This design comes from an exercise in tuning for small area on the open sky130 flow, not from production work. RTL that was checked went through simulation tests only; none was proved equivalent to the original. The RTL of runs 2 and 3 was laid out without a check of its function. Power and IR drop assume default switching activity.

==> flow/flow/run.sh <==
#!/bin/bash
# The standard layout (standard synthesis, floorplan, placement, CTS, routing)
# with one change in how the layout is made: the port buffers use the
# smallest buffer cell (the resizer still upsizes any that need it).
set -o pipefail
bash standard.sh "BUFFER_PORTS_ARGS=-buffer_cell sky130_fd_sc_hd__buf_1" finish > standard.log 2>&1
==> flow/standard.sh <==
#!/bin/bash
# synth_recipe.tcl (not shown) runs the flow's synth.tcl, then flattens the netlist and writes it again
# the make line also repeats each setting of config.mk as NAME=value (left out here)
make -C /OpenROAD-flow-scripts/flow DESIGN_CONFIG=/design/flow/config.mk WORK_HOME=/design/flow/orfs CLKGATE_MAP_FILE= SYNTH_SCRIPT=/design/flow/synth_recipe.tcl "${@:-finish}"
==> flow/config.mk <==
export PLATFORM = sky130hd
export DESIGN_NAME = pe_array
export DESIGN_NICKNAME = pe_array
export VERILOG_FILES = /design/flow/design.v
export SDC_FILE = /design/flow/constraint.sdc
export NUM_CORES = 4
export LEC_CHECK = 0
export ABC_AREA = 1
export CAP_MARGIN = 20
export CORE_MARGIN = 2
export CORE_UTILIZATION = 75
export CTS_CLUSTER_DIAMETER = 70
export CTS_CLUSTER_SIZE = 20
export SLEW_MARGIN = 20
export SYNTH_HIERARCHICAL = 1
==> flow/constraint.sdc <==
create_clock -name core_clock -period 6.0 [get_ports {clk_i}]
set_input_delay 1.2000 -clock core_clock [delete_from_list [all_inputs] [get_ports {clk_i}]]
set_output_delay 1.2000 -clock core_clock [all_outputs]
set_load 0.01 [all_outputs]
==> flow/design.v <==
module fa (input a, input b, input c, output s, output co);
  assign s  = a ^ b ^ c;
  assign co = (a & b) | (c & (a ^ b));
endmodule
module ha (input a, input b, output s, output co);
  assign s  = a ^ b;
  assign co = a & b;
endmodule
module pe_array(
  input  clk_i,
  input  rst_ni,
  input  clr_i,
  output clr_o,
  input  we_i,
  output we_o,
  input  [1:0] mode_i,
  input  [64-1:0] srca_word_i,
  output [64-1:0] srca_word_o,
  input  [8-1:0] srcb_i,
  output [64-1:0] wordp_o
);
  reg         run_q, acc_q;
  reg  [63:0] srca_q;
  reg  [55:0] b_q;       
  reg  [8:1]  c_q;       
  reg         c9_q;
  reg  [9:0]  we_q;
  reg  [63:0] wordp_q;
  always @(posedge clk_i or negedge rst_ni) begin
    if (!rst_ni) begin
      run_q <= 1'b0; acc_q <= 1'b0;
      srca_q <= 64'd0; b_q <= 56'd0; c_q <= 8'd0; we_q <= 10'd0;
    end else begin
      run_q  <= 1'b1;
      acc_q  <= run_q & ~acc_q;
      srca_q <= srca_word_i;
      b_q    <= {b_q[47:0], srcb_i};
      c_q    <= {c_q[7:1], clr_i};
      we_q   <= {we_q[8:0], we_i};
    end
  end
  always @(posedge clk_i) c9_q <= c_q[8];
  wire [9:1]  cc  = {c9_q, c_q};
  wire [63:0] psum;
  wire        maxm = (mode_i == 2'b01);   
  function automatic pgt(input [15:0] p, input [7:0] a);
    reg [7:0] x, y;
    reg       c;
    integer   i;
    begin
      x = {~p[7], p[6:0]};
      y = {~a[7], a[6:0]};
      c = 1'b0;
      for (i = 0; i < 8; i = i + 1)
        c = (x[i] & ~y[i]) | (x[i] & c) | (~y[i] & c);
      pgt = (~p[15] & |p[15:7]) | ((~|p[15:7] | &p[15:7]) & c);
    end
  endfunction
  genvar j, k;
  generate for (j = 0; j < 4; j = j + 1) begin : g_pair
    localparam E = 2 * j + 1;
    localparam L = 2 * j;
    wire [7:0] ane = srca_word_i[8*E+7:8*E];   
    wire [7:0] anl = srca_word_i[8*L+7:8*L];
    wire [7:0] ae  = srca_q[8*E+7:8*E];        
    wire [7:0] al  = srca_q[8*L+7:8*L];
    wire [7:0] b   = b_q[8*E-1:8*E-8];         
    wire       adde = ~maxm & ~(cc[E+1] | cc[E+2]);
    wire       addl = ~maxm & ~(cc[L+1] | cc[L+2]);
    reg  [15:0] pe_q, r1_q, r2_q;
    reg         acc, comp, accc;
    always @(posedge clk_i or negedge rst_ni) begin
      if (!rst_ni) begin
        acc <= 1'b0; comp <= 1'b0; accc <= 1'b0;
      end else begin
        acc  <= run_q & ~acc_q;
        comp <= ~run_q | acc_q;
        accc <= run_q & ~acc_q & ~maxm;
      end
    end
    wire        accm = acc & ~accc;
    reg         gtme_q, gtml_q;  
    always @(posedge clk_i) begin
      gtme_q <= maxm & pgt(pe_q, ane);
      gtml_q <= maxm & pgt(r1_q, anl);
    end
    wire [7:0]  at = acc ? al : ane;
    wire        bon = accc | comp;
    wire [7:0]  bt = {{7{bon}} & b[7:1], (bon & b[0]) | (accm & ~gtml_q)};
    wire        z2l = acc & gtml_q & addl;
    wire        z1l = acc & (addl ^ gtml_q);
    wire [15:0] zt = ({16{z1l}} & r2_q) | ({16{z2l}} & {r2_q[14:0], 1'b0});
    wire [15:0] t;
    wire m_pp1;
    wire m_pp2;
    wire m_pp3;
    wire m_pp4;
    wire m_pp5;
    wire m_pp6;
    wire m_pp7;
    wire m_pp8;
    wire m_pp9;
    wire m_pp10;
    wire m_pp11;
    wire m_pp12;
    wire m_pp13;
    wire m_pp14;
    wire m_pp15;
    wire m_pp16;
    wire m_pp17;
    wire m_pp18;
    wire m_pp19;
    wire m_pp20;
    wire m_pp21;
    wire m_pp22;
    wire m_pp23;
    wire m_pp24;
    wire m_pp25;
    wire m_pp26;
    wire m_pp27;
    wire m_pp28;
    wire m_pp29;
    wire m_pp30;
    wire m_pp31;
    wire m_pp32;
    wire m_pp33;
    wire m_pp34;
    wire m_pp35;
    wire m_pp36;
    wire m_pp37;
    wire m_pp38;
    wire m_pp39;
    wire m_pp40;
    wire m_pp41;
    wire m_pp42;
    wire m_pp43;
    wire m_pp44;
    wire m_pp45;
    wire m_pp46;
    wire m_pp47;
    wire m_pp48;
    wire m_pp49;
    wire m_pp50;
    wire m_pp51;
    wire m_pp52;
    wire m_pp53;
    wire m_pp54;
    wire m_pp55;
    wire m_pp56;
    wire m_pp57;
    wire m_pp58;
    wire m_pp59;
    wire m_pp60;
    wire m_pp61;
    wire m_pp62;
    wire m_pp63;
    wire m_pp64;
    wire m_s65;
    wire m_c66;
    wire m_s67;
    wire m_c68;
    wire m_s69;
    wire m_c70;
    wire m_s71;
    wire m_c72;
    wire m_s73;
    wire m_c74;
    wire m_s75;
    wire m_c76;
    wire m_s77;
    wire m_c78;
    wire m_s79;
    wire m_c80;
    wire m_s81;
    wire m_c82;
    wire m_s83;
    wire m_c84;
    wire m_s85;
    wire m_c86;
    wire m_s87;
    wire m_c88;
    wire m_s89;
    wire m_c90;
    wire m_s91;
    wire m_c92;
    wire m_s93;
    wire m_c94;
    wire m_s95;
    wire m_c96;
    wire m_s97;
    wire m_c98;
    wire m_s99;
    wire m_c100;
    wire m_s101;
    wire m_c102;
    wire m_s103;
    wire m_c104;
    wire m_s105;
    wire m_c106;
    wire m_s107;
    wire m_c108;
    wire m_s109;
    wire m_c110;
    wire m_s111;
    wire m_c112;
    wire m_s113;
    wire m_c114;
    wire m_s115;
    wire m_c116;
    wire m_s117;
    wire m_c118;
    wire m_s119;
    wire m_c120;
    wire m_s121;
    wire m_c122;
    wire m_s123;
    wire m_c124;
    wire m_s125;
    wire m_c126;
    wire m_s127;
    wire m_c128;
    wire m_s129;
    wire m_c130;
    wire m_s131;
    wire m_c132;
    wire m_s133;
    wire m_c134;
    wire m_s135;
    wire m_c136;
    wire m_s137;
    wire m_c138;
    wire m_s139;
    wire m_c140;
    wire m_s141;
    wire m_c142;
    wire m_s143;
    wire m_c144;
    wire m_s145;
    wire m_c146;
    wire m_s147;
    wire m_c148;
    wire m_s149;
    wire m_c150;
    wire m_s151;
    wire m_c152;
    wire m_s153;
    wire m_c154;
    wire m_s155;
    wire m_c156;
    wire m_s157;
    wire m_c158;
    wire m_s159;
    wire m_c160;
    wire m_s161;
    wire m_c162;
    wire m_s163;
    wire m_c164;
    wire m_s165;
    wire m_c166;
    wire m_s167;
    wire m_c168;
    wire m_s169;
    wire m_c170;
    wire m_s171;
    wire m_c172;
    wire m_s173;
    wire m_c174;
    wire m_s175;
    wire m_c176;
    wire m_s177;
    wire m_c178;
    wire m_s179;
    wire m_c180;
    wire m_s181;
    wire m_c182;
    wire m_s183;
    wire m_c184;
    wire m_s185;
    wire m_c186;
    wire m_s187;
    wire m_c188;
    wire m_s189;
    wire m_c190;
    wire m_s191;
    wire m_c192;
    wire m_o193;
    wire m_o194;
    wire m_p195;
    wire m_o196;
    wire m_p197;
    wire m_o198;
    wire m_p199;
    wire m_k200;
    wire m_s201;
    wire m_c202;
    wire m_s203;
    wire m_c204;
    wire m_s205;
    wire m_c206;
    wire m_s207;
    wire m_c208;
    wire m_o209;
    wire m_o210;
    wire m_p211;
    wire m_o212;
    wire m_p213;
    wire m_o214;
    wire m_p215;
    wire m_k216;
    wire m_s217;
    wire m_c218;
    wire m_s219;
    wire m_c220;
    wire m_s221;
    wire m_c222;
    wire m_s223;
    wire m_o224;
    wire m_o225;
    wire m_p226;
    wire m_o227;
    wire m_p228;
    wire m_o229;
    wire m_p230;
    wire m_o231;
    assign m_pp1 = at[0] & bt[0];
    assign m_pp2 = at[0] & bt[1];
    assign m_pp3 = at[0] & bt[2];
    assign m_pp4 = at[0] & bt[3];
    assign m_pp5 = at[0] & bt[4];
    assign m_pp6 = at[0] & bt[5];
    assign m_pp7 = at[0] & bt[6];
    assign m_pp8 = ~(at[0] & bt[7]);
    assign m_pp9 = at[1] & bt[0];
    assign m_pp10 = at[1] & bt[1];
    assign m_pp11 = at[1] & bt[2];
    assign m_pp12 = at[1] & bt[3];
    assign m_pp13 = at[1] & bt[4];
    assign m_pp14 = at[1] & bt[5];
    assign m_pp15 = at[1] & bt[6];
    assign m_pp16 = ~(at[1] & bt[7]);
    assign m_pp17 = at[2] & bt[0];
    assign m_pp18 = at[2] & bt[1];
    assign m_pp19 = at[2] & bt[2];
    assign m_pp20 = at[2] & bt[3];
    assign m_pp21 = at[2] & bt[4];
    assign m_pp22 = at[2] & bt[5];
    assign m_pp23 = at[2] & bt[6];
    assign m_pp24 = ~(at[2] & bt[7]);
    assign m_pp25 = at[3] & bt[0];
    assign m_pp26 = at[3] & bt[1];
    assign m_pp27 = at[3] & bt[2];
    assign m_pp28 = at[3] & bt[3];
    assign m_pp29 = at[3] & bt[4];
    assign m_pp30 = at[3] & bt[5];
    assign m_pp31 = at[3] & bt[6];
    assign m_pp32 = ~(at[3] & bt[7]);
    assign m_pp33 = at[4] & bt[0];
    assign m_pp34 = at[4] & bt[1];
    assign m_pp35 = at[4] & bt[2];
    assign m_pp36 = at[4] & bt[3];
    assign m_pp37 = at[4] & bt[4];
    assign m_pp38 = at[4] & bt[5];
    assign m_pp39 = at[4] & bt[6];
    assign m_pp40 = ~(at[4] & bt[7]);
    assign m_pp41 = at[5] & bt[0];
    assign m_pp42 = at[5] & bt[1];
    assign m_pp43 = at[5] & bt[2];
    assign m_pp44 = at[5] & bt[3];
    assign m_pp45 = at[5] & bt[4];
    assign m_pp46 = at[5] & bt[5];
    assign m_pp47 = at[5] & bt[6];
    assign m_pp48 = ~(at[5] & bt[7]);
    assign m_pp49 = at[6] & bt[0];
    assign m_pp50 = at[6] & bt[1];
    assign m_pp51 = at[6] & bt[2];
    assign m_pp52 = at[6] & bt[3];
    assign m_pp53 = at[6] & bt[4];
    assign m_pp54 = at[6] & bt[5];
    assign m_pp55 = at[6] & bt[6];
    assign m_pp56 = ~(at[6] & bt[7]);
    assign m_pp57 = ~(at[7] & bt[0]);
    assign m_pp58 = ~(at[7] & bt[1]);
    assign m_pp59 = ~(at[7] & bt[2]);
    assign m_pp60 = ~(at[7] & bt[3]);
    assign m_pp61 = ~(at[7] & bt[4]);
    assign m_pp62 = ~(at[7] & bt[5]);
    assign m_pp63 = ~(at[7] & bt[6]);
    assign m_pp64 = at[7] & bt[7];
    ha u_m_s65 (.a(m_pp14), .b(m_pp21), .s(m_s65), .co(m_c66));
    fa u_m_s67 (.a(m_pp15), .b(m_pp22), .c(m_pp29), .s(m_s67), .co(m_c68));
    ha u_m_s69 (.a(m_pp36), .b(m_pp43), .s(m_s69), .co(m_c70));
    fa u_m_s71 (.a(1'b1), .b(m_pp16), .c(m_pp23), .s(m_s71), .co(m_c72));
    fa u_m_s73 (.a(m_pp30), .b(m_pp37), .c(m_pp44), .s(m_s73), .co(m_c74));
    fa u_m_s75 (.a(m_pp24), .b(m_pp31), .c(m_pp38), .s(m_s75), .co(m_c76));
    ha u_m_s77 (.a(m_pp12), .b(m_pp19), .s(m_s77), .co(m_c78));
    fa u_m_s79 (.a(m_pp13), .b(m_pp20), .c(m_pp27), .s(m_s79), .co(m_c80));
    ha u_m_s81 (.a(m_pp34), .b(m_pp41), .s(m_s81), .co(m_c82));
    fa u_m_s83 (.a(m_pp28), .b(m_pp35), .c(m_pp42), .s(m_s83), .co(m_c84));
    fa u_m_s85 (.a(m_pp49), .b(m_pp7), .c(m_s65), .s(m_s85), .co(m_c86));
    fa u_m_s87 (.a(m_pp50), .b(m_pp57), .c(m_pp8), .s(m_s87), .co(m_c88));
    fa u_m_s89 (.a(m_c66), .b(m_s69), .c(m_s67), .s(m_s89), .co(m_c90));
    fa u_m_s91 (.a(m_pp51), .b(m_pp58), .c(m_c70), .s(m_s91), .co(m_c92));
    fa u_m_s93 (.a(m_c68), .b(m_s71), .c(m_s73), .s(m_s93), .co(m_c94));
    fa u_m_s95 (.a(m_pp45), .b(m_pp52), .c(m_pp59), .s(m_s95), .co(m_c96));
    fa u_m_s97 (.a(m_c72), .b(m_c74), .c(m_s75), .s(m_s97), .co(m_c98));
    fa u_m_s99 (.a(m_pp32), .b(m_pp39), .c(m_pp46), .s(m_s99), .co(m_c100));
    fa u_m_s101 (.a(m_pp53), .b(m_pp60), .c(m_c76), .s(m_s101), .co(m_c102));
    fa u_m_s103 (.a(m_pp40), .b(m_pp47), .c(m_pp54), .s(m_s103), .co(m_c104));
    ha u_m_s105 (.a(m_pp11), .b(m_pp18), .s(m_s105), .co(m_c106));
    fa u_m_s107 (.a(m_pp26), .b(m_pp33), .c(m_pp5), .s(m_s107), .co(m_c108));
    fa u_m_s109 (.a(m_pp6), .b(m_c78), .c(m_s81), .s(m_s109), .co(m_c110));
    fa u_m_s111 (.a(m_c82), .b(m_c80), .c(m_s83), .s(m_s111), .co(m_c112));
    fa u_m_s113 (.a(m_c84), .b(m_s87), .c(m_c86), .s(m_s113), .co(m_c114));
    fa u_m_s115 (.a(m_c88), .b(m_s91), .c(m_c90), .s(m_s115), .co(m_c116));
    fa u_m_s117 (.a(m_s95), .b(m_c92), .c(m_c94), .s(m_s117), .co(m_c118));
    fa u_m_s119 (.a(m_c96), .b(m_s99), .c(m_s101), .s(m_s119), .co(m_c120));
    fa u_m_s121 (.a(m_pp61), .b(m_c100), .c(m_s103), .s(m_s121), .co(m_c122));
    fa u_m_s123 (.a(m_pp48), .b(m_pp55), .c(m_pp62), .s(m_s123), .co(m_c124));
    ha u_m_s125 (.a(m_pp10), .b(m_pp17), .s(m_s125), .co(m_c126));
    fa u_m_s127 (.a(m_pp25), .b(m_pp4), .c(m_s105), .s(m_s127), .co(m_c128));
    fa u_m_s129 (.a(m_c106), .b(m_s77), .c(m_s107), .s(m_s129), .co(m_c130));
    fa u_m_s131 (.a(m_c108), .b(m_s79), .c(m_s109), .s(m_s131), .co(m_c132));
    fa u_m_s133 (.a(m_c110), .b(m_s85), .c(m_s111), .s(m_s133), .co(m_c134));
    fa u_m_s135 (.a(m_c112), .b(m_s89), .c(m_s113), .s(m_s135), .co(m_c136));
    fa u_m_s137 (.a(m_s93), .b(m_c114), .c(m_s115), .s(m_s137), .co(m_c138));
    fa u_m_s139 (.a(m_s97), .b(m_c116), .c(m_s117), .s(m_s139), .co(m_c140));
    fa u_m_s141 (.a(m_c98), .b(m_c118), .c(m_s119), .s(m_s141), .co(m_c142));
    fa u_m_s143 (.a(m_c102), .b(m_s121), .c(m_c120), .s(m_s143), .co(m_c144));
    fa u_m_s145 (.a(m_c104), .b(m_s123), .c(m_c122), .s(m_s145), .co(m_c146));
    fa u_m_s147 (.a(m_pp56), .b(m_pp63), .c(m_c124), .s(m_s147), .co(m_c148));
    fa u_m_s149 (.a(m_pp2), .b(m_pp9), .c(zt[1]), .s(m_s149), .co(m_c150));
    fa u_m_s151 (.a(m_pp3), .b(m_s125), .c(zt[2]), .s(m_s151), .co(m_c152));
    fa u_m_s153 (.a(m_c126), .b(m_s127), .c(zt[3]), .s(m_s153), .co(m_c154));
    fa u_m_s155 (.a(m_c128), .b(m_s129), .c(zt[4]), .s(m_s155), .co(m_c156));
    fa u_m_s157 (.a(m_c130), .b(m_s131), .c(zt[5]), .s(m_s157), .co(m_c158));
    fa u_m_s159 (.a(m_c132), .b(m_s133), .c(zt[6]), .s(m_s159), .co(m_c160));
    fa u_m_s161 (.a(m_c134), .b(m_s135), .c(zt[7]), .s(m_s161), .co(m_c162));
    fa u_m_s163 (.a(m_c136), .b(m_s137), .c(zt[8]), .s(m_s163), .co(m_c164));
    fa u_m_s165 (.a(m_c138), .b(m_s139), .c(zt[9]), .s(m_s165), .co(m_c166));
    fa u_m_s167 (.a(m_c140), .b(m_s141), .c(zt[10]), .s(m_s167), .co(m_c168));
    fa u_m_s169 (.a(m_c142), .b(m_s143), .c(zt[11]), .s(m_s169), .co(m_c170));
    fa u_m_s171 (.a(m_s145), .b(m_c144), .c(zt[12]), .s(m_s171), .co(m_c172));
    fa u_m_s173 (.a(m_s147), .b(m_c146), .c(zt[13]), .s(m_s173), .co(m_c174));
    fa u_m_s175 (.a(m_pp64), .b(m_c148), .c(zt[14]), .s(m_s175), .co(m_c176));
    ha u_m_s177 (.a(m_pp1), .b(zt[0]), .s(m_s177), .co(m_c178));
    ha u_m_s179 (.a(m_s149), .b(m_c178), .s(m_s179), .co(m_c180));
    fa u_m_s181 (.a(m_c150), .b(m_s151), .c(m_c180), .s(m_s181), .co(m_c182));
    fa u_m_s183 (.a(m_c152), .b(m_s153), .c(m_c182), .s(m_s183), .co(m_c184));
    ha u_m_s185 (.a(m_c154), .b(m_s155), .s(m_s185), .co(m_c186));
    fa u_m_s187 (.a(m_c156), .b(m_s157), .c(m_c186), .s(m_s187), .co(m_c188));
    fa u_m_s189 (.a(m_c158), .b(m_s159), .c(m_c188), .s(m_s189), .co(m_c190));
    fa u_m_s191 (.a(m_c160), .b(m_s161), .c(m_c190), .s(m_s191), .co(m_c192));
    assign m_o193 = m_s185 ^ m_c184;
    assign m_o194 = m_s187 ^ (m_c184 & m_s185);
    assign m_p195 = m_s185 & m_s187;
    assign m_o196 = m_s189 ^ (m_c184 & m_p195);
    assign m_p197 = m_p195 & m_s189;
    assign m_o198 = m_s191 ^ (m_c184 & m_p197);
    assign m_p199 = m_p197 & m_s191;
    assign m_k200 = m_c192 | (m_c184 & m_p199);
    ha u_m_s201 (.a(m_c162), .b(m_s163), .s(m_s201), .co(m_c202));
    fa u_m_s203 (.a(m_c164), .b(m_s165), .c(m_c202), .s(m_s203), .co(m_c204));
    fa u_m_s205 (.a(m_c166), .b(m_s167), .c(m_c204), .s(m_s205), .co(m_c206));
    fa u_m_s207 (.a(m_c168), .b(m_s169), .c(m_c206), .s(m_s207), .co(m_c208));
    assign m_o209 = m_s201 ^ m_k200;
    assign m_o210 = m_s203 ^ (m_k200 & m_s201);
    assign m_p211 = m_s201 & m_s203;
    assign m_o212 = m_s205 ^ (m_k200 & m_p211);
    assign m_p213 = m_p211 & m_s205;
    assign m_o214 = m_s207 ^ (m_k200 & m_p213);
    assign m_p215 = m_p213 & m_s207;
    assign m_k216 = m_c208 | (m_k200 & m_p215);
    ha u_m_s217 (.a(m_c170), .b(m_s171), .s(m_s217), .co(m_c218));
    fa u_m_s219 (.a(m_c172), .b(m_s173), .c(m_c218), .s(m_s219), .co(m_c220));
    fa u_m_s221 (.a(m_c174), .b(m_s175), .c(m_c220), .s(m_s221), .co(m_c222));
    assign m_s223 = zt[15] ^ m_c176 ^ m_c222;
    assign m_o224 = m_s217 ^ m_k216;
    assign m_o225 = m_s219 ^ (m_k216 & m_s217);
    assign m_p226 = m_s217 & m_s219;
    assign m_o227 = m_s221 ^ (m_k216 & m_p226);
    assign m_p228 = m_p226 & m_s221;
    assign m_o229 = m_s223 ^ (m_k216 & m_p228);
    assign m_p230 = m_p228 & m_s223;
    assign m_o231 = ~m_o229;
    assign t = {m_o231, m_o227, m_o225, m_o224, m_o214, m_o212, m_o210, m_o209, m_o198, m_o196, m_o194, m_o193, m_s183, m_s181, m_s179, m_s177};
    wire        z2e = acc & gtme_q & adde;
    wire        z1e = comp | (acc & (adde ^ gtme_q));
    wire [15:0] ze = ({16{z1e}} & pe_q) | ({16{z2e}} & {pe_q[14:0], 1'b0});
    wire        mxe = accm & ~gtme_q;
    wire [15:0] xe = ({16{accc}} & r1_q) | ({16{mxe}} & {{8{ae[7]}}, ae});
    wire [15:0] pe_d;
    wire a_s1;
    wire a_c2;
    wire a_s3;
    wire a_c4;
    wire a_s5;
    wire a_c6;
    wire a_s7;
    wire a_c8;
    wire a_s9;
    wire a_c10;
    wire a_s11;
    wire a_c12;
    wire a_s13;
    wire a_c14;
    wire a_s15;
    wire a_c16;
    wire a_s17;
    wire a_c18;
    wire a_s19;
    wire a_c20;
    wire a_s21;
    wire a_c22;
    wire a_o23;
    wire a_o24;
    wire a_p25;
    wire a_o26;
    wire a_p27;
    wire a_o28;
    wire a_p29;
    wire a_o30;
    wire a_p31;
    wire a_k32;
    wire a_s33;
    wire a_c34;
    wire a_s35;
    wire a_c36;
    wire a_s37;
    wire a_c38;
    wire a_s39;
    wire a_c40;
    wire a_s41;
    wire a_o42;
    wire a_o43;
    wire a_p44;
    wire a_o45;
    wire a_p46;
    wire a_o47;
    wire a_p48;
    wire a_o49;
    wire a_p50;
    ha u_a_s1 (.a(xe[0]), .b(ze[0]), .s(a_s1), .co(a_c2));
    fa u_a_s3 (.a(xe[1]), .b(ze[1]), .c(a_c2), .s(a_s3), .co(a_c4));
    fa u_a_s5 (.a(xe[2]), .b(ze[2]), .c(a_c4), .s(a_s5), .co(a_c6));
    fa u_a_s7 (.a(xe[3]), .b(ze[3]), .c(a_c6), .s(a_s7), .co(a_c8));
    fa u_a_s9 (.a(xe[4]), .b(ze[4]), .c(a_c8), .s(a_s9), .co(a_c10));
    fa u_a_s11 (.a(xe[5]), .b(ze[5]), .c(a_c10), .s(a_s11), .co(a_c12));
    ha u_a_s13 (.a(xe[6]), .b(ze[6]), .s(a_s13), .co(a_c14));
    fa u_a_s15 (.a(xe[7]), .b(ze[7]), .c(a_c14), .s(a_s15), .co(a_c16));
    fa u_a_s17 (.a(xe[8]), .b(ze[8]), .c(a_c16), .s(a_s17), .co(a_c18));
    fa u_a_s19 (.a(xe[9]), .b(ze[9]), .c(a_c18), .s(a_s19), .co(a_c20));
    fa u_a_s21 (.a(xe[10]), .b(ze[10]), .c(a_c20), .s(a_s21), .co(a_c22));
    assign a_o23 = a_s13 ^ a_c12;
    assign a_o24 = a_s15 ^ (a_c12 & a_s13);
    assign a_p25 = a_s13 & a_s15;
    assign a_o26 = a_s17 ^ (a_c12 & a_p25);
    assign a_p27 = a_p25 & a_s17;
    assign a_o28 = a_s19 ^ (a_c12 & a_p27);
    assign a_p29 = a_p27 & a_s19;
    assign a_o30 = a_s21 ^ (a_c12 & a_p29);
    assign a_p31 = a_p29 & a_s21;
    assign a_k32 = a_c22 | (a_c12 & a_p31);
    ha u_a_s33 (.a(xe[11]), .b(ze[11]), .s(a_s33), .co(a_c34));
    fa u_a_s35 (.a(xe[12]), .b(ze[12]), .c(a_c34), .s(a_s35), .co(a_c36));
    fa u_a_s37 (.a(xe[13]), .b(ze[13]), .c(a_c36), .s(a_s37), .co(a_c38));
    fa u_a_s39 (.a(xe[14]), .b(ze[14]), .c(a_c38), .s(a_s39), .co(a_c40));
    assign a_s41 = xe[15] ^ ze[15] ^ a_c40;
    assign a_o42 = a_s33 ^ a_k32;
    assign a_o43 = a_s35 ^ (a_k32 & a_s33);
    assign a_p44 = a_s33 & a_s35;
    assign a_o45 = a_s37 ^ (a_k32 & a_p44);
    assign a_p46 = a_p44 & a_s37;
    assign a_o47 = a_s39 ^ (a_k32 & a_p46);
    assign a_p48 = a_p46 & a_s39;
    assign a_o49 = a_s41 ^ (a_k32 & a_p48);
    assign a_p50 = a_p48 & a_s41;
    assign pe_d = {a_o49, a_o47, a_o45, a_o43, a_o42, a_o30, a_o28, a_o26, a_o24, a_o23, a_s11, a_s9, a_s7, a_s5, a_s3, a_s1};
    always @(posedge clk_i) begin
      pe_q <= pe_d;
      r1_q <= t;
      r2_q <= r1_q;
    end
    wire [7:0] pl = acc ? r2_q[15:8] : r1_q[15:8];
    assign psum[8*E+7:8*E] = pe_q[15:8] & {8{~(acc & cc[E+2])}};
    assign psum[8*L+7:8*L] = pl & {8{~(acc & cc[L+2])}};
  end endgenerate
  generate for (k = 0; k < 8; k = k + 1) begin : g_out
    always @(posedge clk_i or negedge rst_ni) begin
      if (!rst_ni) wordp_q[8*k+7:8*k] <= 8'd0;
      else if (we_q[2+k]) wordp_q[8*k+7:8*k] <= psum[8*k+7:8*k];
    end
  end endgenerate
  assign clr_o       = c_q[1];
  assign we_o        = we_q[0];
  assign srca_word_o = srca_q;
  assign wordp_o     = wordp_q;
endmodule
==> run_results.csv, run 1 <==
group,metric,value,unit
outcome,status,"no timing/DRC/antenna violations",
sta,slew_headroom,0.416,
grt,gr-total-overflow,0,
clocking,numClockSinks,407,
floorplan,io_pins,208,
drt,totalWireLength,60400,microns
drt,ant_nets,0,
cells_and_area,antennaDiodeCount,0,
pwr,power_frac_seq,0.355,
grt,grt_pass1_wl,99200,microns
sta,maxSlewViolCount,0,
floorplan,die_x,184,microns
placed_design,port_buffers,207,
run,cap_violations,0,
sta,finClkSkew,18.1,ps
logic_synthesis,synth_cells,2510,
setup_path,slowest_stage,"fa_1",
pwr,peakVddDrop,0.000356,V
sta,rsz0062_at_grt,"true",
floorplan,die-area,33700,sq um
hold_path,min_path_type,"flip-flop to flip-flop",
sta,holdWs,353,ps
placed_design,dp.cells,3160,
pwr,combPwrFrac,0.485,
cells_and_area,fin_cells,3209,
setup_path,crit_path_frequent_cell,"fa_1",
setup_path,cp.required,6470,ps
clocking,cts-root-buf,"clkbuf_16",
floorplan,num_rows,65,
logic_synthesis,ys_warn_count,7,
pwr,intPower,7080,uW
grt,antenna_found_initial,0,
floorplan,start_util,0.764,
clocking,clkTransAtPathRegs,80,ps
logic_synthesis,ys.flop_type,"dfrtp_1",
clocking,clockBufferDepth,3,
pwr,clock_power_share,0.160,
floorplan,fp.coreArea,31600,sq um
sta,finalSetupViolCount,0,
sta,min_period,5780,ps
drt,num_vias,18900,
drt,drc,0,
drt,dr.pass1.iters,5,
pwr,p_sw_frac,0.416,
clocking,numCtsBuffers,27,
grt,grt_pass1_vias,20100,
placed_design,gp_congestion,0.939,
floorplan,chipHeight,184,microns
grt,grt_max_degree,160,
logic_synthesis,synth-edff-count,0,
drt,vias_per_cell,5.88,
pwr,leakage,0.0131,uW
cells_and_area,layout.cells.most_common_list,"inv_1, nand2_1, fa_1",
logic_synthesis,synth_area,24200,sq um
setup_path,crit_type,"flip-flop to flip-flop",
logic_synthesis,synth.distinct_cells,47,
sta,min_period_over_period,0.963,
cells_and_area,fin_nets,3229,
cells_and_area,layout_commonest_cell,"inv_1",
cells_and_area,drive_above_1_share,0.0755,
logic_synthesis,synth_seq_cells,407,
clocking,cts_tree,"done",
setup_path,worstSetupStartpointType,"flip-flop",
logic_synthesis,yosysSeqAreaShare,0.380,
pwr,power_density,454,nW/um^2
sta,hold_violations,0,
setup_path,critical_path_peak_fanout,27,
sta,max_freq,173,MHz
drt,first_iter_violations,1573,
cells_and_area,area_delta_synth_final,10.5,%
logic_synthesis,synth.avg_cell_area,9.63,sq um
setup_path,critPathMaxStageDelay,510,ps
setup_path,cp-end-kind,"flip-flop",
pwr,p_sw,5040,uW
logic_synthesis,synthArstFlopShare,0.506,
drt,routedWlPerCell,18.8,microns
clocking,postCtsSetupBuffers,0,
setup_path,worstPathCellList,"nor2_1, inv_1, buf_4, nand2_1, nor2_1, fa_1, fa_1, fa_1, fa_1, fa_1, ha_1, fa_1, fa_1, fa_1, nand3_1, nand2_1, ha_1, xor2_1",
setup_path,crit_arrival,6250,ps
placed_design,post-dp-hpwl,46300,microns
clocking,insertion_delay,590,ps
sta,worst_slew_pin_slew,876,ps
grt,grtUsageTotal,0.374,
clocking,htreeDepth,1,
clocking,hold_buffers,0,
clocking,cts_resized,0,
[path summary, 6_finish.rpt]
path | start | to | slack, ps | cells past startpoint
min in group asynchronous | rst_ni | srca_q[18] | 670 | 1
max | g_pair[0].accc | g_pair[0].r1_q[13] | 220 | 18
max reg2reg | g_pair[0].accc | g_pair[0].r1_q[13] | 220 | 18
min reg2reg | g_pair[1].r1_q[4] | g_pair[1].r2_q[4] | 350 | 0
min | g_pair[1].r1_q[4] | g_pair[1].r2_q[4] | 350 | 0
max in group asynchronous | rst_ni | g_pair[3].acc | 3980 | 2
[logic make-up after synthesis]
| family | Yosys count | synth area share |
|---|---|---|
| multiplexers | 4 | 0.00228 |
| AO/OA/AOI/OAI | 371 | 0.0905 |
| XOR/XNOR | 61 | 0.0221 |
| flip-flops | 407 | 0.380 |
| adder cells (fa/ha/maj) | 364 | 0.278 |
| AND/OR/NAND/NOR | 824 | 0.147 |
| buffers and inverters | 478 | 0.0807 |
| other | 1 | 0.000155 |
[state kept, by name, indices dropped and copies added (netlist names), 8 cells and up]
register     flops
b_q             56
c_q              8
g_pair.pe_q     64
g_pair.r1_q     64
g_pair.r2_q     64
srca_q          64
we_q            10
wordp_q         64
[final cells by class]
type	count	area, sq um
Multi-Input combinational cell	1629	13100
Sequential cell	407	9180
Fill cell	1843	4930
Inverter	423	1590
Timing Repair Buffer	299	1500
Clock buffer	39	751
Tap cell	402	503
Clock inverter	10	114
[metrics by stage]
step / instance area [sq um] / total power (uW) / util / setup slack (ps) / TNS, ps
finish: 26700 / 12100 / 0.844 / 225 / 0
global route: 26700 / 13100 / 0.844 / -5.02 / -7.73
CTS: 26700 / 12100 / 0.844 / 150 / 0
detailed placement: 25800 / 10100 / 0.816 / -333 / -4210
global placement: 25800 / 9670 / 0.816 / -179 / -1800
floorplan: 24200 / 8250 / - / 109 / 0
[synthesized netlist by cell type, types with 3 or more instances]
| library cell | number | area share |
|---|---|---|
| nand3b_1 | 4 | 0.0012 |
| mux2i_2 | 4 | 0.0023 |
| xnor2_1 | 8 | 0.0029 |
| nand3_1 | 106 | 0.022 |
| o21ai_1 | 15 | 0.0031 |
| buf_4 | 3 | 0.00093 |
| nand2_1 | 389 | 0.060 |
| o22ai_1 | 166 | 0.043 |
| inv_2 | 27 | 0.0042 |
| a31oi_1 | 3 | 0.00078 |
| nor4_1 | 6 | 0.0016 |
| dfrtp_1 | 206 | 0.21 |
| dfxtp_1 | 201 | 0.17 |
| a22o_1 | 12 | 0.0043 |
| buf_6 | 14 | 0.0065 |
| xor2_1 | 53 | 0.019 |
| o21ai_0 | 138 | 0.029 |
| nor2_4 | 4 | 0.0019 |
| or2_2 | 3 | 0.00078 |
| a21oi_1 | 16 | 0.0033 |
| buf_2 | 17 | 0.0035 |
| or2_1 | 11 | 0.0028 |
| ha_1 | 76 | 0.039 |
| nand4_1 | 25 | 0.0065 |
| fa_1 | 288 | 0.24 |
| nand3_2 | 6 | 0.0025 |
| clkbuf_1 | 17 | 0.0026 |
| nand2_2 | 5 | 0.0013 |
| nor2_1 | 255 | 0.040 |
| o21ai_2 | 14 | 0.0051 |
| inv_1 | 394 | 0.061 |
[Yosys stat by module (local to each module, per instance)]
module,cell area [sq um],flops+latches
pe_array,17700,407
fa,20.0,0
ha,12.5,0
[critical path: cells and delay by family, from the launching register on]
| kind | cells | cell delay (ps) |
|---|---|---|
| AND/OR/NAND/NOR | 5 | 750 |
| adder cells (fa/ha/maj) | 10 | 3940 |
| buffers and inverters | 2 | 390 |
| XOR/XNOR | 1 | 130 |
| flip-flops | 1 | 450 |
[power by group through the flow]
stage	combinational, uW	clock, uW	sequential, uW
final	5880	1940	4300
after global routing	6640	2040	4390
after CTS	5850	1940	4280
after detailed placement	5770	0	4310
after global placement	5390	0	4280
after floorplan	4070	0	4180
[layer usage]
layer,share of wire,vias up,wire [microns],track usage
met5,0,-,0,0
met4,0.048,0,2880,0.159
met3,0.067,203,4070,0.0543
met2,0.50,842,30000,0.639
met1,0.39,9283,23500,0.483
li1,-,8534,-,-
==> run 2, diff against run 1 <==
--- a/flow/design.v
+++ b/flow/design.v
@@ -68,25 +68,24 @@
     wire       adde = ~maxm & ~(cc[E+1] | cc[E+2]);
     wire       addl = ~maxm & ~(cc[L+1] | cc[L+2]);
     reg  [15:0] pe_q, r1_q, r2_q;
-    reg         acc, comp, accc;
+    reg         acc, comp, accm;
     always @(posedge clk_i or negedge rst_ni) begin
       if (!rst_ni) begin
-        acc <= 1'b0; comp <= 1'b0; accc <= 1'b0;
+        acc <= 1'b0; comp <= 1'b0; accm <= 1'b0;
       end else begin
         acc  <= run_q & ~acc_q;
         comp <= ~run_q | acc_q;
-        accc <= run_q & ~acc_q & ~maxm;
+        accm <= run_q & ~acc_q & maxm;
       end
     end
-    wire        accm = acc & ~accc;
+    wire        accc = acc & ~accm;
     reg         gtme_q, gtml_q;  
     always @(posedge clk_i) begin
       gtme_q <= maxm & pgt(pe_q, ane);
       gtml_q <= maxm & pgt(r1_q, anl);
     end
-    wire [7:0]  at = acc ? al : ane;
-    wire        bon = accc | comp;
-    wire [7:0]  bt = {{7{bon}} & b[7:1], (bon & b[0]) | (accm & ~gtml_q)};
+    wire [7:0]  at = ({8{acc}} & al) | ({8{comp}} & ane);
+    wire [7:0]  bt = {{7{~accm}} & b[7:1], accm ? ~gtml_q : b[0]};
     wire        z2l = acc & gtml_q & addl;
     wire        z1l = acc & (addl ^ gtml_q);
     wire [15:0] zt = ({16{z1l}} & r2_q) | ({16{z2l}} & {r2_q[14:0], 1'b0});
--- a/flow/config.mk
+++ b/flow/config.mk
@@ -8,7 +8,7 @@
 export ABC_AREA = 1
 export CAP_MARGIN = 20
 export CORE_MARGIN = 2
-export CORE_UTILIZATION = 75
+export CORE_UTILIZATION = 85
 export CTS_CLUSTER_DIAMETER = 70
 export CTS_CLUSTER_SIZE = 20
 export SLEW_MARGIN = 20
==> run 2 against run 1 <==
Against the previous run:
- the flow now stops in global routing (5_1_grt)
- area after synthesis is 0.12% lower
- synthesized cell count up 0.40%
==> run_results.csv, run 2 <==
group,metric,value,unit
outcome,status,"stopped before the end",
outcome,haltStage,"global routing (5_1_grt)",
outcome,tool.error,"[ERROR GRT-0116] Global routing finished with congestion. Check the congestion regions in the DRC Viewer.",
clocking,cts-root-buf,"clkbuf_16",
floorplan,chipHeight,173,microns
logic_synthesis,synth_most_common_cell,"inv_1",
logic_synthesis,synthArstFlopShare,0.506,
logic_synthesis,ys_warn_count,7,
logic_synthesis,synth_top_area_frac,0.239,
placed_design,port_buffers,207,
logic_synthesis,ys.flop_type,"dfrtp_1",
placed_design,post-dp-hpwl,53100,microns
logic_synthesis,synth_area,24100,sq um
clocking,hold_buffers,0,
grt,grt_pass1_wl,166000,microns
logic_synthesis,yosys-top-cells-count,"inv_1, nand2_1, fa_1",
logic_synthesis,synth.distinct_cells,44,
logic_synthesis,synth.avg_cell_area,9.58,sq um
logic_synthesis,synth_seq_cells,407,
placed_design,place_ws,-438,ps
grt,grtUsageTotal,0.743,
clocking,clockBufferDepth,3,
floorplan,num_rows,61,
logic_synthesis,yosysSeqAreaShare,0.380,
grt,grt_max_degree,134,
logic_synthesis,synth-edff-count,0,
grt,grt_pass1_vias,28200,
floorplan,start_util,0.866,
floorplan,die_x,173,microns
clocking,htreeDepth,1,
logic_synthesis,ys_top_cells_by_area,"fa_1, dfrtp_1, dfxtp_1, inv_1, nand2_1",
clocking,numCtsBuffers,26,
placed_design,gp_congestion,0.962,
clocking,postCtsSetupBuffers,0,
grt,gr-total-overflow,91,
clocking,numClockSinks,407,
placed_design,dp.cells,3164,
floorplan,io_pins,208,
logic_synthesis,yosysTopAreaCell,"fa_1",
logic_synthesis,synth_cells,2520,
==> run 2: how the worst min path moves through the flow <==
stage / startpoint / end / cells after the start / slack, ps
4_1_cts: b_q[45] / b_q[53] / 0 / 350
2_1_floorplan: g_pair[0].r1_q[1] / g_pair[0].r2_q[1] / 0 / 330
3_5_place_dp: b_q[45] / b_q[53] / 0 / 330
3_3_place_gp: b_q[27] / b_q[35] / 0 / 330
==> run 2: per-module statistics from Yosys (local to each module, per instance) <==
module,copies in the design,area [sq um],flip-flops and latches
ha,56,12.5,0
fa,288,20.0,0
pe_array,1,17700,407
==> run 2: kinds of logic after synthesis <==
logic type | count (synthesis) | synth area share
and+or+nand+nor | 774 | 0.137
buffers and inverters | 527 | 0.0858
DFF | 407 | 0.380
AOI/OAI and AO/OA | 384 | 0.0950
adders and majority gates | 364 | 0.278
xor gates and xnor gates | 63 | 0.0235
other | 1 | 0.000155
==> run 2: metal layers <==
metal,GRT overflow,GRT usage
met5,0,0.0673
met4,48,0.796
met3,3,0.516
met2,40,0.944
met1,0,0.757
==> run 2: through the flow <==
stage | setup TNS, ps | total power, uW | util | instance area [sq um]
after CTS | 0 | 12700 | 0.963 | 26800
after detailed placement | -5720 | 10300 | 0.932 | 26000
after global placement | -1260 | 9520 | 0.932 | 26000
after floorplan | 0 | 8230 | - | 24200
==> run 2: timing repair <==
item	in CTS
gates cloned	0
endpoints found under the hold margin	0
endpoints found under the setup margin	11
resized for setup	5
==> run 2: power by group through the flow <==
stage | clock network (uW) | registers (uW) | logic, uW
floorplan | 0 | 4150 | 4080
global placement | 0 | 4230 | 5290
detailed placement | 0 | 4290 | 5980
CTS | 1870 | 4320 | 6530
==> run 3, diff against run 2 <==
--- a/flow/config.mk
+++ b/flow/config.mk
@@ -8,7 +8,7 @@
 export ABC_AREA = 1
 export CAP_MARGIN = 20
 export CORE_MARGIN = 2
-export CORE_UTILIZATION = 85
+export CORE_UTILIZATION = 75
 export CTS_CLUSTER_DIAMETER = 70
 export CTS_CLUSTER_SIZE = 20
 export SLEW_MARGIN = 20
==> run 3 against run 2 <==
Against the previous run:
- the run now finishes clean
- area after synthesis stayed put
- synthesized cell count is the same
==> run_results.csv, run 3 <==
group,metric,value,unit
clocking,cts_resized,0,
floorplan,start_util,0.763,
pwr,intPower,7130,uW
sta,worst_slew_pin_slew,1040,ps
drt,totalWireLength,60100,microns
sta,rsz0062_at_grt,"false",
drt,first_iter_violations,1514,
hold_path,hp-start,"g_pair[0].r1_q[1]",
logic_synthesis,ys_warn_count,7,
setup_path,regToRegEndpoint,"g_pair[1].r1_q[13]",
setup_path,cp-end-kind,"flip-flop",
sta,maxSlewViolCount,0,
clocking,hold_buffers,0,
floorplan,io_pins,208,
logic_synthesis,synth_most_common_cell,"inv_1",
cells_and_area,layout_commonest_cell,"inv_1",
sta,finalSetupViolCount,0,
pwr,p_total,12200,uW
sta,slew_headroom,0.304,
cells_and_area,finalInstanceArea,26900,sq um
logic_synthesis,ys.flop_type,"dfrtp_1",
drt,dr.pass1.iters,6,
placed_design,gp_congestion,0.942,
clocking,clkTransAtPathRegs,80,ps
setup_path,critical_path_peak_fanout,68,
placed_design,post-dp-hpwl,45600,microns
clocking,clockBufferDepth,3,
setup_path,crit_type,"flip-flop to flip-flop",
outcome,status,"no timing/DRC/antenna violations",
floorplan,die-area,33600,sq um
clocking,insertion_delay,590,ps
logic_synthesis,synth-edff-count,0,
sta,finClkSkew,18.9,ps
logic_synthesis,ys_top_cells_by_area,"fa_1, dfrtp_1, dfxtp_1, inv_1, nand2_1",
cells_and_area,antennaDiodeCount,0,
cells_and_area,fin_nets,3256,
clocking,cts_tree,"done",
setup_path,crit_path_frequent_cell,"fa_1",
logic_synthesis,synth_top_area_frac,0.239,
cells_and_area,drive_above_1_share,0.0695,
logic_synthesis,yosysSeqAreaShare,0.380,
logic_synthesis,synth_cells,2520,
clocking,numClockSinks,407,
sta,min_period_over_period,0.964,
pwr,power_density,451,nW/um^2
cells_and_area,layout.cells.most_common_list,"inv_1, nand2_1, fa_1",
sta,max_freq,173,MHz
sta,hold_violations,0,
hold_path,min_path_cells,0,
pwr,combPwrFrac,0.484,
grt,grtUsageTotal,0.369,
drt,drc,0,
logic_synthesis,yosys-top-cells-count,"inv_1, nand2_1, fa_1",
grt,grt_pass1_vias,19900,
setup_path,worst-r2r-cell-count,16,
drt,ant_nets,0,
grt,grt_max_degree,176,
pwr,peakVddDrop,0.000391,V
setup_path,worstPathCellList,"bufinv_16, nand2_1, nor2_1, fa_1, fa_1, fa_1, fa_1, fa_1, ha_1, fa_1, fa_1, fa_1, nand3_1, nand2_1, ha_1, xor2_1",
pwr,p_sw_frac,0.414,
clocking,htreeDepth,1,
floorplan,die_x,183,microns
setup_path,crit_arrival,6270,ps
hold_path,min_path_type,"flip-flop to flip-flop",
run,cap_violations,0,
logic_synthesis,synth_seq_cells,407,
logic_synthesis,yosysTopAreaCell,"fa_1",
floorplan,chipHeight,183,microns
grt,antenna_found_initial,0,
grt,gr-total-overflow,0,
setup_path,worstSetupStartpointType,"flip-flop",
setup_path,slowest_stage,"fa_1",
sta,min_period,5780,ps
drt,vias_per_cell,5.93,
pwr,leakage,0.0134,uW
setup_path,cp.required,6490,ps
logic_synthesis,synth.avg_cell_area,9.58,sq um
clocking,cts-root-buf,"clkbuf_16",
logic_synthesis,synth.distinct_cells,44,
clocking,numCtsBuffers,29,
drt,num_vias,19200,
clocking,postCtsSetupBuffers,0,
setup_path,rr_startpoint,"g_pair[0].accm",
floorplan,fp.coreArea,31600,sq um
hold_path,hold_end,"g_pair[0].r2_q[1]",
drt,routedWlPerCell,18.6,microns
logic_synthesis,synthArstFlopShare,0.506,
setup_path,regToRegSetupSlack,220,ps
setup_path,critPathMaxStageDelay,520,ps
pwr,clock_power_share,0.167,
placed_design,place_area,26000,sq um
logic_synthesis,synth_area,24100,sq um
grt,grt_pass1_wl,97800,microns
pwr,p_sw,5040,uW
cells_and_area,area_delta_synth_final,11.6,%
pwr,power_frac_seq,0.349,
placed_design,port_buffers,207,
floorplan,num_rows,65,
-- run 3: cell counts after synthesis --
Identical to the previous run, type by type.
-- run 3: per-stage QoR --
step / hold WS, ps / std cells / utilization / setup slack [ps] / TNS, ps
finish: 342 / 3237 / 0.852 / 216 / 0
global route: 352 / 3237 / 0.852 / 10.7 / 0
CTS: 345 / 3237 / 0.851 / 220 / 0
detailed placement: 335 / 3185 / 0.821 / -357 / -3990
global placement: 332 / 3185 / 0.821 / -238 / -1540
floorplan: 331 / 2524 / - / 175 / 0
-- run 3: critical path, delay by kind of cell (launching register included) --
family | cells | cell delay, ps
XOR/XNOR | 1 | 140
buffers and inverters | 1 | 410
flip-flops | 1 | 410
AND/OR/NAND/NOR | 4 | 720
adder cells (fa/ha/maj) | 10 | 3990
-- run 3: power by group through the flow --
stage / combinational [uW] / clock (uW) / sequential [uW]
floorplan: 4080 / 0 / 4150
global placement: 5390 / 0 / 4240
detailed placement: 5730 / 0 / 4270
CTS: 5860 / 2050 / 4230
global route: 6640 / 2140 / 4330
finish: 5890 / 2030 / 4250
-- run 3: worst max path at each step --
stage	start	endpoint	slack [ps]	cells after the start
2_1_floorplan	srca_word_i[10]	g_pair[0].r1_q[13]	170	17
3_3_place_gp	srca_word_i[58]	g_pair[3].r1_q[13]	-240	18
3_5_place_dp	srca_word_i[58]	g_pair[3].r1_q[13]	-360	18
4_1_cts	srca_word_i[58]	g_pair[3].r1_q[13]	220	18
5_1_grt	g_pair[0].accm	g_pair[1].r1_q[13]	10	16
6_report	g_pair[0].accm	g_pair[1].r1_q[13]	220	16
-- run 3: cell type report --
type | count | area, sq um
multi-input combinational | 1590 | 12900
timing repair buffer | 315 | 1620
fill | 1802 | 4690
sequential | 407 | 9180
clock buffer | 38 | 779
tap | 402 | 503
clock inverter | 14 | 166
inverter | 471 | 1790
-- run 3: per-layer routing --
layer  routed length [microns]  GRT usage  share of wire  vias up
li1                          -          -              -     8594
met1                     23000      0.480           0.38     9362
met2                     29500      0.619           0.49     1018
met3                      4750     0.0594          0.079      206
met4                      2770      0.159          0.046        0
met5                         0          0              0        -
-- run 3: cell families (layout without fill, tap and decap cells) --
family,Yosys count,in the layout,share of synthesized area
other,1,5,0.000155
adder cells (fa/ha/maj),364,364,0.278
flip-flops,407,407,0.380
buffers and inverters,527,838,0.0858
AO/OA/AOI/OAI,384,384,0.0950
AND/OR/NAND/NOR,774,774,0.137
XOR/XNOR,63,63,0.0235
-- run 3: Yosys stat by module, one instance, submodules excluded --
module    cells  copies in the design  area, sq um  flops+latches
ha            1                    56         12.5              0
pe_array   2176                     1        17700            407
fa            1                   288         20.0              0
==> run 4, diff against run 3 <==
--- a/flow/design.v
+++ b/flow/design.v
@@ -67,7 +67,10 @@
     wire [7:0] b   = b_q[8*E-1:8*E-8];         
     wire       adde = ~maxm & ~(cc[E+1] | cc[E+2]);
     wire       addl = ~maxm & ~(cc[L+1] | cc[L+2]);
-    reg  [15:0] pe_q, r1_q, r2_q;
+    reg  [15:0] pe_n, r1_n, r2_n;
+    wire [15:0] pe_q = ~pe_n;
+    wire [15:0] r1_q = ~r1_n;
+    wire [15:0] r2_q = ~r2_n;
     reg         acc, comp, accm;
     always @(posedge clk_i or negedge rst_ni) begin
       if (!rst_ni) begin
@@ -575,9 +578,9 @@
     assign a_p50 = a_p48 & a_s41;
     assign pe_d = {a_o49, a_o47, a_o45, a_o43, a_o42, a_o30, a_o28, a_o26, a_o24, a_o23, a_s11, a_s9, a_s7, a_s5, a_s3, a_s1};
     always @(posedge clk_i) begin
-      pe_q <= pe_d;
-      r1_q <= t;
-      r2_q <= r1_q;
+      pe_n <= ~pe_d;
+      r1_n <= ~t;
+      r2_n <= r1_n;
     end
     wire [7:0] pl = acc ? r2_q[15:8] : r1_q[15:8];
     assign psum[8*E+7:8*E] = pe_q[15:8] & {8{~(acc & cc[E+2])}};
==> run 4 against run 3 <==
Against the previous run:
- global-route usage up 0.81 points
- count of clock-buffer cells in the layout rose by 5
- sequential share of layout area grew 0.10 points
- first-iteration DRC count grew 7.4%
- routed wire length up 0.36%
- still clean on timing, DRC and antenna
- clock skew decreased by 3.2 ps
- critical endpoint is now g_pair[0].r1_n[13]
- via count down 0.60%
==> run_results.csv, run 4 <==
group,metric,value,unit
outcome,status,"no timing/DRC/antenna violations",
clocking,hold_buffers,0,
clocking,clockBufferDepth,3,
pwr,power_density,454,nW/um^2
logic_synthesis,ys_top_cells_by_area,"fa_1, dfrtp_1, dfxtp_1, nand2_1, inv_1",
floorplan,die-area,33300,sq um
setup_path,critPathMaxStageDelay,520,ps
cells_and_area,fillers,1754,
sta,holdWs,352,ps
grt,gr-total-overflow,0,
sta,min_period,5760,ps
sta,worst_slew_pin_slew,980,ps
floorplan,io_pins,208,
hold_path,min_path_type,"flip-flop to flip-flop",
cells_and_area,layout_commonest_cell,"nand2_1",
clocking,postCtsSetupBuffers,0,
sta,finClkSkew,15.8,ps
setup_path,cp.required,6460,ps
placed_design,port_buffers,207,
drt,vias_per_cell,5.90,
logic_synthesis,synth_area,23900,sq um
drt,routedWlPerCell,18.6,microns
clocking,numClockSinks,407,
setup_path,cp-end-kind,"flip-flop",
drt,first_iter_violations,1626,
logic_synthesis,synth.distinct_cells,41,
clocking,insertion_delay,580,ps
placed_design,gp_congestion,0.937,
drt,drc,0,
floorplan,num_rows,65,
logic_synthesis,ys_warn_count,7,
setup_path,rr_startpoint,"g_pair[3].comp",
drt,ant_nets,0,
cells_and_area,area_delta_synth_final,12.3,%
drt,num_vias,19100,
sta,finalSetupViolCount,0,
logic_synthesis,synth_seq_cells,407,
setup_path,slowest_stage,"fa_1",
floorplan,fp.coreArea,31500,sq um
clocking,cts_resized,0,
hold_path,min_path_cells,0,
setup_path,path_depth,18,
floorplan,die_x,183,microns
floorplan,start_util,0.760,
clocking,cts-root-buf,"clkbuf_16",
hold_path,hp-start,"b_q[47]",
setup_path,crit_arrival,6220,ps
logic_synthesis,yosysSeqAreaShare,0.384,
logic_synthesis,yosys-top-cells-count,"nand2_1, inv_1, fa_1",
sta,hold_violations,0,
pwr,leakage,0.0132,uW
logic_synthesis,synthArstFlopShare,0.506,
sta,max_freq,174,MHz
placed_design,dp.cells,3182,
sta,setup_tns,0,ps
cells_and_area,final_util,0.853,
clocking,cts_tree,"done",
setup_path,worstSetupStartpointType,"flip-flop",
drt,dr.pass1.iters,5,
logic_synthesis,synth.avg_cell_area,9.55,sq um
setup_path,cp_num_buf_inv,3,
clocking,htreeDepth,1,
sta,min_period_over_period,0.959,
grt,grt_pass1_wl,99300,microns
setup_path,worstPathCellList,"clkinv_1, buf_4, o22ai_1, inv_1, nor2_1, fa_1, fa_1, fa_1, fa_1, fa_1, ha_1, fa_1, fa_1, fa_1, nand3_1, nand2_1, ha_1, xnor2_1",
grt,grt_max_degree,80,
clocking,clkTransAtPathRegs,80,ps
cells_and_area,finalInstanceArea,26900,sq um
logic_synthesis,yosysTopAreaCell,"fa_1",
setup_path,cpLargestDelayFamily,"adder cells",
setup_path,critical_path_peak_fanout,18,
setup_path,crit_path_frequent_cell,"fa_1",
pwr,peakVddDrop,0.000313,V
logic_synthesis,synth_most_common_cell,"nand2_1",
logic_synthesis,synth_top_area_frac,0.241,
run,cap_violations,0,
grt,antenna_found_initial,0,
placed_design,place_area,25900,sq um
placed_design,post-dp-hpwl,45900,microns
floorplan,chipHeight,183,microns
setup_path,regToRegSetupSlack,240,ps
cells_and_area,layout.cells.most_common_list,"nand2_1, inv_1, fa_1",
setup_path,regToRegEndpoint,"g_pair[0].r1_n[13]",
setup_path,crit_type,"flip-flop to flip-flop",
sta,rsz0062_at_grt,"false",
grt,grt_pass1_vias,20100,
logic_synthesis,synth-edff-count,0,
drt,totalWireLength,60300,microns
clocking,numCtsBuffers,28,
cells_and_area,drive_above_1_share,0.0692,
grt,grtUsageTotal,0.377,
cells_and_area,antennaDiodeCount,0,
setup_path,worst-r2r-cell-count,18,
cells_and_area,fin_cells,3233,
logic_synthesis,ys.flop_type,"dfrtp_1",
sta,maxSlewViolCount,0,
hold_path,hold_end,"b_q[55]",
logic_synthesis,synth_cells,2505,
cells_and_area,fin_nets,3252,
sta,slew_headroom,0.347,
run 4: cell types whose count changed after synthesis, moves of 25 or more:
| cell | previous run | this run |
|---|---|---|
| nand2_1 | 351 | 436 |
| nand3_1 | 113 | 87 |
| inv_1 | 466 | 385 |
| xor2_1 | 53 | 28 |
| nand3b_1 | 0 | 26 |
run 4: worst max path at each step:
| stage | start | end | slack, ps |
|---|---|---|---|
| after global placement | srca_word_i[42] | g_pair[2].r1_n[13] | -130 |
| after global routing | srca_word_i[41] | g_pair[2].r1_n[15] | 5 |
| after floorplan | srca_word_i[10] | g_pair[0].r1_n[13] | 190 |
| after CTS | g_pair[0].accm | g_pair[2].r1_n[15] | 150 |
| after detailed placement | srca_word_i[27] | g_pair[1].r1_n[13] | -280 |
| final | g_pair[3].comp | g_pair[0].r1_n[13] | 240 |
run 4: area by class of cell:
cell class	count	area, sq um	area share
inverter	388	1470	0.0547
timing repair buffer	326	1740	0.0647
sequential	407	9180	0.342
tap	402	503	0.0187
clock inverter	8	103	0.00382
clock buffer	43	840	0.0313
multi-input combinational	1659	13000	0.485
run 4: logic make-up (layout without fill, tap and decap cells):
| kind of cell | after synthesis | after routing | synth area share |
|---|---|---|---|
| AO/OA/AOI/OAI | 348 | 348 | 0.0844 |
| XOR/XNOR | 56 | 56 | 0.0205 |
| adder cells (fa/ha/maj) | 364 | 364 | 0.281 |
| buffers and inverters | 443 | 765 | 0.0725 |
| flip-flops | 407 | 407 | 0.384 |
| other | 1 | 5 | 0.000157 |
| AND/OR/NAND/NOR | 886 | 886 | 0.158 |
run 4: report_power, final:
part	internal, uW	total, uW	switching (uW)
Combinational	2590	5750	3160
Clock	995	1990	998
Sequential	3630	4460	825
run 4: Yosys stat by module (local to each module, per instance):
module / area [sq um] / flip-flops and latches / copies in the design / cells
fa: 20.0 / 0 / 288 / 1
ha: 12.5 / 0 / 56 / 1
pe_array: 17500 / 407 / 1 / 2161
run 4: layer usage:
layer  track usage  routed length, microns  vias up
met1         0.496                   23500     9340
li1              -                       -     8600
met5             0                       0        -
met4         0.139                    2350        0
met3        0.0537                    4940      188
met2         0.645                   29500      936
run 4: stage by stage:
stage               setup slack (ps)  total power, uW
CTS                              151            12200
global placement                -129             9670
detailed placement              -279            10100
global route                    4.61            13200
floorplan                        193             8290
finish                           244            12200
==> run 5, diff against run 4 <==
--- a/flow/config.mk
+++ b/flow/config.mk
@@ -6,10 +6,10 @@
 export NUM_CORES = 4
 export LEC_CHECK = 0
 export ABC_AREA = 1
-export CAP_MARGIN = 20
+export CAP_MARGIN = 0
 export CORE_MARGIN = 2
 export CORE_UTILIZATION = 75
 export CTS_CLUSTER_DIAMETER = 70
 export CTS_CLUSTER_SIZE = 20
-export SLEW_MARGIN = 20
+export SLEW_MARGIN = 0
 export SYNTH_HIERARCHICAL = 1
==> run 5 against run 4 <==
Against the previous run:
- final area did not move
- utilization did not move
- non-clock buffer count did not move
- count of clock-buffer cells in the layout did not move
- routed wire length did not move
- sequential share of layout area did not move
- setup slack did not move
- maximum frequency did not move
- via count did not move
- critical path type unchanged
==> run_results.csv, run 5 <==
group,metric,value,unit
outcome,status,"no timing/DRC/antenna violations",
pwr,power_frac_seq,0.365,
grt,antenna_found_initial,0,
setup_path,worstPathCellList,"clkinv_1, buf_4, o22ai_1, inv_1, nor2_1, fa_1, fa_1, fa_1, fa_1, fa_1, ha_1, fa_1, fa_1, fa_1, nand3_1, nand2_1, ha_1, xnor2_1",
sta,maxSlewViolCount,0,
drt,num_vias,19100,
clocking,clockBufferDepth,3,
grt,grt_max_degree,80,
setup_path,critical_path_peak_fanout,18,
drt,dr.pass1.iters,5,
floorplan,fp.coreArea,31500,sq um
sta,rsz0062_at_grt,"false",
logic_synthesis,synth_seq_cells,407,
logic_synthesis,yosysSeqAreaShare,0.384,
cells_and_area,ff_latch_area,9180,sq um
cells_and_area,fillers,1754,
cells_and_area,antennaDiodeCount,0,
clocking,cts-root-buf,"clkbuf_16",
floorplan,die_x,183,microns
cells_and_area,multi_input_area,13000,sq um
logic_synthesis,synth_area,23900,sq um
drt,drc,0,
sta,slew_headroom,0.347,
drt,totalWireLength,60300,microns
setup_path,crit_path_frequent_cell,"fa_1",
floorplan,die-area,33300,sq um
logic_synthesis,ys.flop_type,"dfrtp_1",
sta,hold_violations,0,
placed_design,port_buffers,207,
logic_synthesis,ys_top_cells_by_area,"fa_1, dfrtp_1, dfxtp_1, nand2_1, inv_1",
hold_path,min_path_type,"flip-flop to flip-flop",
logic_synthesis,synth_cells,2505,
setup_path,cp_num_buf_inv,3,
pwr,leakage,0.0132,uW
logic_synthesis,yosys-top-cells-count,"nand2_1, inv_1, fa_1",
grt,gr-total-overflow,0,
pwr,intPower,7220,uW
pwr,p_sw_frac,0.408,
logic_synthesis,ys_warn_count,7,
clocking,htreeDepth,1,
setup_path,critPathMaxStageDelay,520,ps
logic_synthesis,synth_most_common_cell,"nand2_1",
cells_and_area,final_util,0.853,
logic_synthesis,synth-edff-count,0,
setup_path,slowest_stage,"fa_1",
setup_path,cpLargestDelayFamily,"adder cells",
cells_and_area,layout_commonest_cell,"nand2_1",
placed_design,place_ws,-279,ps
logic_synthesis,synthArstFlopShare,0.506,
floorplan,start_util,0.760,
setup_path,regToRegSetupSlack,240,ps
pwr,p_sw,4980,uW
grt,grt_pass1_wl,99300,microns
setup_path,worstSetupStartpointType,"flip-flop",
clocking,numClockSinks,407,
run,cap_violations,0,
grt,grtUsageTotal,0.377,
drt,first_iter_violations,1626,
logic_synthesis,synth_top_area_frac,0.241,
drt,ant_nets,0,
grt,grt_pass1_vias,20100,
pwr,peakVddDrop,0.000313,V
drt,routedWlPerCell,18.6,microns
sta,holdWs,352,ps
cells_and_area,area_delta_synth_final,12.3,%
cells_and_area,fin_nets,3252,
clocking,cts_tree,"done",
sta,min_period_over_period,0.959,
pwr,combPwrFrac,0.471,
sta,finalSetupViolCount,0,
placed_design,post-dp-hpwl,45900,microns
logic_synthesis,synth.distinct_cells,41,
pwr,clock_power_share,0.163,
clocking,numCtsBuffers,28,
pwr,power_density,454,nW/um^2
drt,vias_per_cell,5.90,
clocking,hold_buffers,0,
cells_and_area,drive_above_1_share,0.0692,
clocking,clkTransAtPathRegs,80,ps
logic_synthesis,synth.avg_cell_area,9.55,sq um
setup_path,cp.required,6460,ps
cells_and_area,layout.cells.most_common_list,"nand2_1, inv_1, fa_1",
sta,layout_setup_ws,244,ps
placed_design,gp_congestion,0.937,
setup_path,crit_arrival,6220,ps
sta,max_freq,174,MHz
setup_path,crit_type,"flip-flop to flip-flop",
sta,min_period,5760,ps
floorplan,io_pins,208,
floorplan,num_rows,65,
logic_synthesis,yosysTopAreaCell,"fa_1",
sta,finClkSkew,15.8,ps
floorplan,chipHeight,183,microns
clocking,insertion_delay,580,ps
sta,worst_slew_pin_slew,980,ps
setup_path,cp-end-kind,"flip-flop",
run 5: cell counts in the layout (fill, tap and decap cells not counted):
No cell type changed its count.
run 5: worst paths after layout:
| kind | startpoint | endpoint | cells past startpoint |
|---|---|---|---|
| setup / recovery | g_pair[3].comp | g_pair[0].r1_n[13] | 18 |
| hold / removal | b_q[47] | b_q[55] | 0 |
| setup reg to reg | g_pair[3].comp | g_pair[0].r1_n[13] | 18 |
| hold reg to reg | b_q[47] | b_q[55] | 0 |
| max in group asynchronous | rst_ni | g_pair[3].acc | 2 |
| min in group asynchronous | rst_ni | srca_q[44] | 1 |
run 5: logic make-up after synthesis:
logic type	share of synthesized area
flip-flops	0.384
AND/OR/NAND/NOR	0.158
AO/OA/AOI/OAI	0.0844
adder cells (fa/ha/maj)	0.281
other	0.000157
XOR/XNOR	0.0205
buffers and inverters	0.0725
run 5: power by group through the flow:
stage                     Sequential [uW]  Clock (uW)  Combinational [uW]
after floorplan                      4270           0                4010
after global placement               4420           0                5240
after detailed placement             4460           0                5640
after CTS                            4420        2010                5720
after global routing                 4550        2110                6540
final                                4460        1990                5750
run 5: area by class of cell:
type | count | share of cell area
Tap cell | 402 | 0.0187
Timing Repair Buffer | 326 | 0.0647
Clock buffer | 43 | 0.0313
Sequential cell | 407 | 0.342
Inverter | 388 | 0.0547
Clock inverter | 8 | 0.00382
Multi-Input combinational cell | 1659 | 0.485
run 5: timing repair:
item	4_1_cts	5_1_grt
gates resized for setup	0	4
setup endpoints to repair	0	15
setup buffers	0	0
run 5: Yosys stat by module, one instance, submodules excluded:
module | copies in the design | cell area, sq um | flip-flops and latches
pe_array | 1 | 17500 | 407
ha | 56 | 12.5 | 0
fa | 288 | 20.0 | 0
run 5: per-stage QoR:
step / instances / power, uW / setup TNS, ps / area, sq um
floorplan: 2509 / 8290 / 0 / 23900
global placement: 3182 / 9670 / -907 / 25900
detailed placement: 3182 / 10100 / -3480 / 25900
CTS: 3233 / 12200 / 0 / 26800
global route: 3233 / 13200 / 0 / 26900
finish: 3233 / 12200 / 0 / 26900
run 5: layer usage:
layer  GRT usage  share of wire  routed length (microns)
met2       0.645           0.49                    29500
met1       0.496           0.39                    23500
met3      0.0537          0.082                     4940
met4       0.139          0.039                     2350
met5           0              0                        0
run 5: worst reg2reg max path, delay by kind of cell (launching register included):
family                   cells  cell delay (ps)
adder cells (fa/ha/maj)     10             4000
flip-flops                   1              360
AO/OA/AOI/OAI                1              250
XOR/XNOR                     1              120
buffers and inverters        3              570
AND/OR/NAND/NOR              3              350

re-timing with driven ports:
In the flow no input, the clock included, has a driving cell. The finished layouts below were timed again as built, in two steps. Step 1 sets driving cells, clkbuf_16 on the clock port and buf_2 on the other inputs (assumed; they add their load-dependent delay and slew). Step 2 moves the port delays by t, midway between the first and last clock arrival at a register: inputs arrive t later, outputs are due t later. That takes back most of the time a late clock gives input paths. a / b / c = no drivers / after step 1 / after step 2; a / b = the first two.
run | t, ns | setup WS [ns] | latest minus earliest clock arrival (ns)
run 1 | 0.632 | 0.225 / 0.225 / -0.304 | 0.022 / 0.022
run 3 | 0.631 | 0.216 / 0.216 / -0.350 | 0.025 / 0.025
run 4 | 0.621 | 0.244 / 0.244 / -0.322 | 0.023 / 0.022
run 5 | 0.621 | 0.244 / 0.244 / -0.322 | 0.023 / 0.022
With both steps, setup timing fails in every run listed, where it was met with ideal ports.
